What follows belongs to an exercise in optimizing a design on an open flow for small area and a short achievable clock period; a production flow would make more cautious choices. The RTL was checked by simulation tests, not by an equivalence proof against the original design.

## flow/run.sh

```bash
#!/bin/bash
# synth_recipe.tcl (not shown) runs the flow's synth.tcl, then flattens the netlist and writes it again
# the make line also repeats each setting of config.mk as NAME=value (left out here)
make -C /OpenROAD-flow-scripts/flow DESIGN_CONFIG=/design/flow/config.mk WORK_HOME=/design/flow/orfs CLKGATE_MAP_FILE= SYNTH_SCRIPT=/design/flow/synth_recipe.tcl finish
```

## flow/constraint.sdc

```tcl
create_clock -name core_clock -period 10.0 [get_ports {i_clock}]
set_input_delay 2.0000 -clock core_clock [delete_from_list [all_inputs] [get_ports {i_clock}]]
set_output_delay 2.0000 -clock core_clock [all_outputs]
set_load 0.01 [all_outputs]
```

## flow/config.mk

```make
export PLATFORM = sky130hd
export DESIGN_NAME = DUT_power_of_eight
export DESIGN_NICKNAME = DUT_power_of_eight
export VERILOG_FILES = /design/flow/design.v
export SDC_FILE = /design/flow/constraint.sdc
export NUM_CORES = 4
export LEC_CHECK = 0
export CAP_MARGIN = 20
export CORE_MARGIN = 2
export CORE_UTILIZATION = 40
export SLEW_MARGIN = 20
```

## flow/design.v

```verilog
`timescale 1ns/1ps
module DUT_power_of_eight(
        input           i_clock,
        input           i_reset_async_n,
        input  [ 6:0]   i_value,
        input           i_status,
        output [60:0]   o_value,
        output          o_status
);
wire [60:0] d2;
wire [60:0] d4;
wire [60:0] d8;
reg [60:0] r2;
reg [60:0] r4;
reg [60:0] r8;
reg [ 2:0] r_status;
always @(posedge i_clock or negedge i_reset_async_n) begin
        if(!i_reset_async_n)begin
                r_status <= 3'd0;
        end else begin
                r_status = {r_status[1:0],i_status};
        end
end
always @(posedge i_clock or negedge i_reset_async_n) begin
        if(!i_reset_async_n)begin
                r2 <= 61'd0;
                r4 <= 61'd0;
                r8 <= 61'd0;
        end else begin
                r2 <= d2;
                r4 <= d4;
                r8 <= d8;
        end
end
assign d2 = i_value * i_value;
assign d4 = r2 * r2;
assign d8 = r4 * r4;
assign o_status = r_status[2];
assign o_value = r8;
endmodule
```

==> results.json <==
{
  "status": "timing/DRC/antenna clean",
  "worst_path_max_delay_cell": "sky130_fd_sc_hd__dfrtp_1",
  "antenna_found_initial": 0,
  "floorplan.die_area_mm2": 0.0793,
  "nNetsFinal": 4445,
  "htree_num_levels": 3,
  "start_util": 0.405,
  "post_synthesis_instance_area_mm2": 0.0308,
  "post_synthesis_sequential_area_ratio": 0.0788,
  "post_synth_cell_types": 68,
  "vias": 20491,
  "gr-usage-all-layers": 0.190,
  "area_growth_pct": 6.74,
  "route.detailed.vias_per_inst": 4.70,
  "grt-ovfl-total": 0,
  "worst_pin_slew_ns": 0.915,
  "hold-path-endpoint": "r_status[1]$_DFF_PN0_",
  "final.setup.worst_slack_ns": 0.981,
  "drc_errors": 0,
  "io_buffer_count": 65,
  "pre_cts_ws_ns": 1.05,
  "grt_pass1_vias": 22799,
  "synth_seq_cells": 97,
  "finalHoldViolations": 0,
  "grt_setup_unrepaired": "false",
  "place_hpwl_um": 59900,
  "wire_per_inst_um": 15.8,
  "std_cell_rows": 101,
  "post_synth.cell_area_avg_um2": 9.31,
  "rr_worst_depth": 29,
  "yosys_warnings": 1,
  "tritoncts_clock_tree": "done",
  "dominant_register_cell_in_the_synthesized_netlist": "sky130_fd_sc_hd__dfrtp_1",
  "yosys-top-cells-area": "sky130_fd_sc_hd__fa_1 40%, sky130_fd_sc_hd__ha_1 20%, sky130_fd_sc_hd__inv_1 13%",
  "critical_path.reg2reg.startpoint": "r4[12]$_DFF_PN0_",
  "hold_path_class": "register to register",
  "dr.pass1.iters": 4,
  "clock_path_buffers": 2,
  "cts.sink_count": 97,
  "setup_viol": 0,
  "synth-edff-count": 0,
  "detail-route-antenna-nets": 0,
  "floorplan.die.height_um": 282,
  "routed_wirelength_um": 69100,
  "post_synth_top_area_cell": "sky130_fd_sc_hd__fa_1",
  "cap_violations": 0,
  "critPathMaxFanout": 19,
  "arrival_ns": 9.34,
  "relSlewSlack": 0.390,
  "core_region_area_mm2": 0.0761,
  "drive_above_1_share": 0.0225,
  "global_placement_routability_congestion": 0.885,
  "hold-path-cell-count": 0,
  "worst_skew_pair.late_latency_ns": 0.40,
  "floorplan.io_pins": 72,
  "final_min_period_over_clock_period": 0.902,
  "maxClockFrequency_mhz": 111,
  "worst_ep_required_time_ns": 10.32,
  "critPathMaxStageDelay_ns": 0.87,
  "kind_of_critical_path": "register to register",
  "finalCoreUtilization": 0.432,
  "synth_cells": 3311,
  "drt_first_iter_violations": 919,
  "cts_setup_buffers": 0,
  "fin_skew_ns": 0.0179,
  "numCtsBuffers": 9,
  "post_cts_resize_count": 0,
  "die_w_um": 282,
  "ctsHoldBuffers": 0,
  "critPathCaptureType": "register",
  "crit_path_start_kind": "register",
  "synth.top_cell.area_share": 0.398,
  "clk_transition_reported_paths_ns": 0.08,
  "wire_length_of_the_first_global_routing_pass_um": 118000,
  "clk_root_buffer_cell": "sky130_fd_sc_hd__clkbuf_16",
  "period_needed_ns": 9.02,
  "async_set_or_reset_register_ratio_after_synthesis": 1.00,
  "timing.hold.worst.start": "r_status[0]$_DFF_PN0_",
  "setup_tns_ns": 0,
  "grt_start_max_net_pins": 51,
  "timing.final.max_slew_violations": 0,
  "rr_endpoint": "r8[54]$_DFF_PN0_",
  "flop2flop_setup_slack_ns": 0.98
}
==> synth_stat cells (all sizes together), types with 2 or more instances <==
cell / instances
o21a: 10
nand4: 13
clkinv: 4
a211oi: 6
a41o: 2
nor3b: 2
nand2: 248
a31o: 10
a2111oi: 3
and3: 11
dfrtp: 97
nor2: 98
clkbuf: 85
a31oi: 14
o31ai: 6
nor3: 5
a22oi: 3
o221ai: 3
and2: 183
o21ai: 39
a41oi: 6
xor2: 43
a2111o: 2
inv: 1031
mux2: 2
buf: 11
a221oi: 2
o21bai: 16
nand3: 13
ha: 496
or2: 5
or4: 2
a21o: 31
xnor2: 69
o211ai: 5
nor2b: 18
nand2b: 7
a21oi: 80
fa: 613
==> state kept, by name (all words and copies together), names as in the netlist <==
register	count
r_status	3
r8	55
r2	13
r4	26
==> through the flow <==
stage | area [µm²] | cells | hold WS (ns)
floorplan | 30800 | 3317 | 0.331
global placement | 32600 | 4345 | 0.332
detailed placement | 32600 | 4345 | 0.339
CTS | 32900 | 4361 | 0.358
global route | 32900 | 4361 | 0.364
finish | 32900 | 4362 | 0.354
==> placed cells by master (no fill, tap or decap), drive strengths merged, types with 3 or more instances in the layout <==
master         count
fa               613
a31o              10
ha               496
a2111oi            3
nand2            248
inv             1033
clkbuf            10
a31oi             14
clkdlybuf4s50     64
nor3               5
or2                5
dfrtp             97
xnor2             69
and3              11
a21o              31
and2             183
nand2b             7
a211oi             6
clkinv             7
nor2b             18
o21ai             39
o21bai            16
o31ai              6
o211ai             5
buf               30
o21a              10
o221ai             3
a21oi             80
a22oi              3
nand4             13
a41oi              6
conb               7
nand3             13
xor2              43
nor2              98
==> layer usage <==
metal	GRT usage	up-vias	share of wire
li1	-	9786	-
met1	0.253	10297	0.45
met3	0.0332	66	0.049
met5	0	-	0
met4	0.0398	0	0.019
met2	0.326	342	0.48
==> area by class of cell <==
cell class,instances,area [µm²]
multi-input cells,2089,24100
clock buffers,10,229
inverters,1035,3880
fillers,7586,43200
flip-flops and latches,97,2430
diodes,1,2.50
clock inverters,6,66.3
well taps,1030,1290
repair buffers,94,866
==> worst max-delay path, delay by kind of cell, from the launching register on <==
family,cells,cell delay (ns)
fa+ha+maj,10,4.55
compound gates,5,1.21
flops,1,0.87
simple gates,3,0.96
xor+xnor,1,0.17
buf+inv,10,1.16
==> how the worst max path moves through the flow <==
| stage | start | end |
|---|---|---|
| 2_1_floorplan | r4[11]$_DFF_PN0_ | r8[53]$_DFF_PN0_ |
| 3_3_place_gp | r4[12]$_DFF_PN0_ | r8[55]$_DFF_PN0_ |
| 3_5_place_dp | r4[12]$_DFF_PN0_ | r8[55]$_DFF_PN0_ |
| 4_1_cts | r4[12]$_DFF_PN0_ | r8[55]$_DFF_PN0_ |
| 5_1_grt | r4[12]$_DFF_PN0_ | r8[55]$_DFF_PN0_ |
| 6_report | r4[12]$_DFF_PN0_ | r8[54]$_DFF_PN0_ |
==> cells by family (layout without fill, tap and decap cells) <==
group,count (synthesis),in the layout,share of synthesized area
XOR/XNOR,112,112,0.0318
flip-flops,97,97,0.0788
AND/OR/NAND/NOR,607,607,0.0949
buffers and inverters,1131,1145,0.139
AO/OA/AOI/OAI,251,251,0.0547
multiplexers,3,3,0.00106
adder cells (fa/ha/maj),1109,1109,0.600
other,1,8,0.000122

[separate check: timing with driven ports]
In the flow no input, the clock included, has a driving cell. The finished layout below was timed again as built, in two steps. Step 1 (the two cells are an assumption about what drives the block):
set clk [get_ports {i_clock}]
set_driving_cell -lib_cell sky130_fd_sc_hd__clkbuf_16 $clk
set_driving_cell -lib_cell sky130_fd_sc_hd__buf_2 [delete_from_list [all_inputs] $clk]
Step 2 adds t to the input delays and takes it off the output delays; t is the mean of the earliest and latest rising clock arrival at the registers after step 1. Input paths then give back, and output paths get back, about the clock's delay inside the block. a / b / c = no drivers / after step 1 / after step 2; a / b = the first two.
t (ns): 0.447
setup slack, ns: 0.981 / 0.981 / 0.981
slew at the worst register clock pin (ns): 0.08 / 0.08
After both steps setup and hold are still met in this run. For this run, drivers alone change the setup slack by 0.000 ns; drivers and shift together by 0.000 ns.
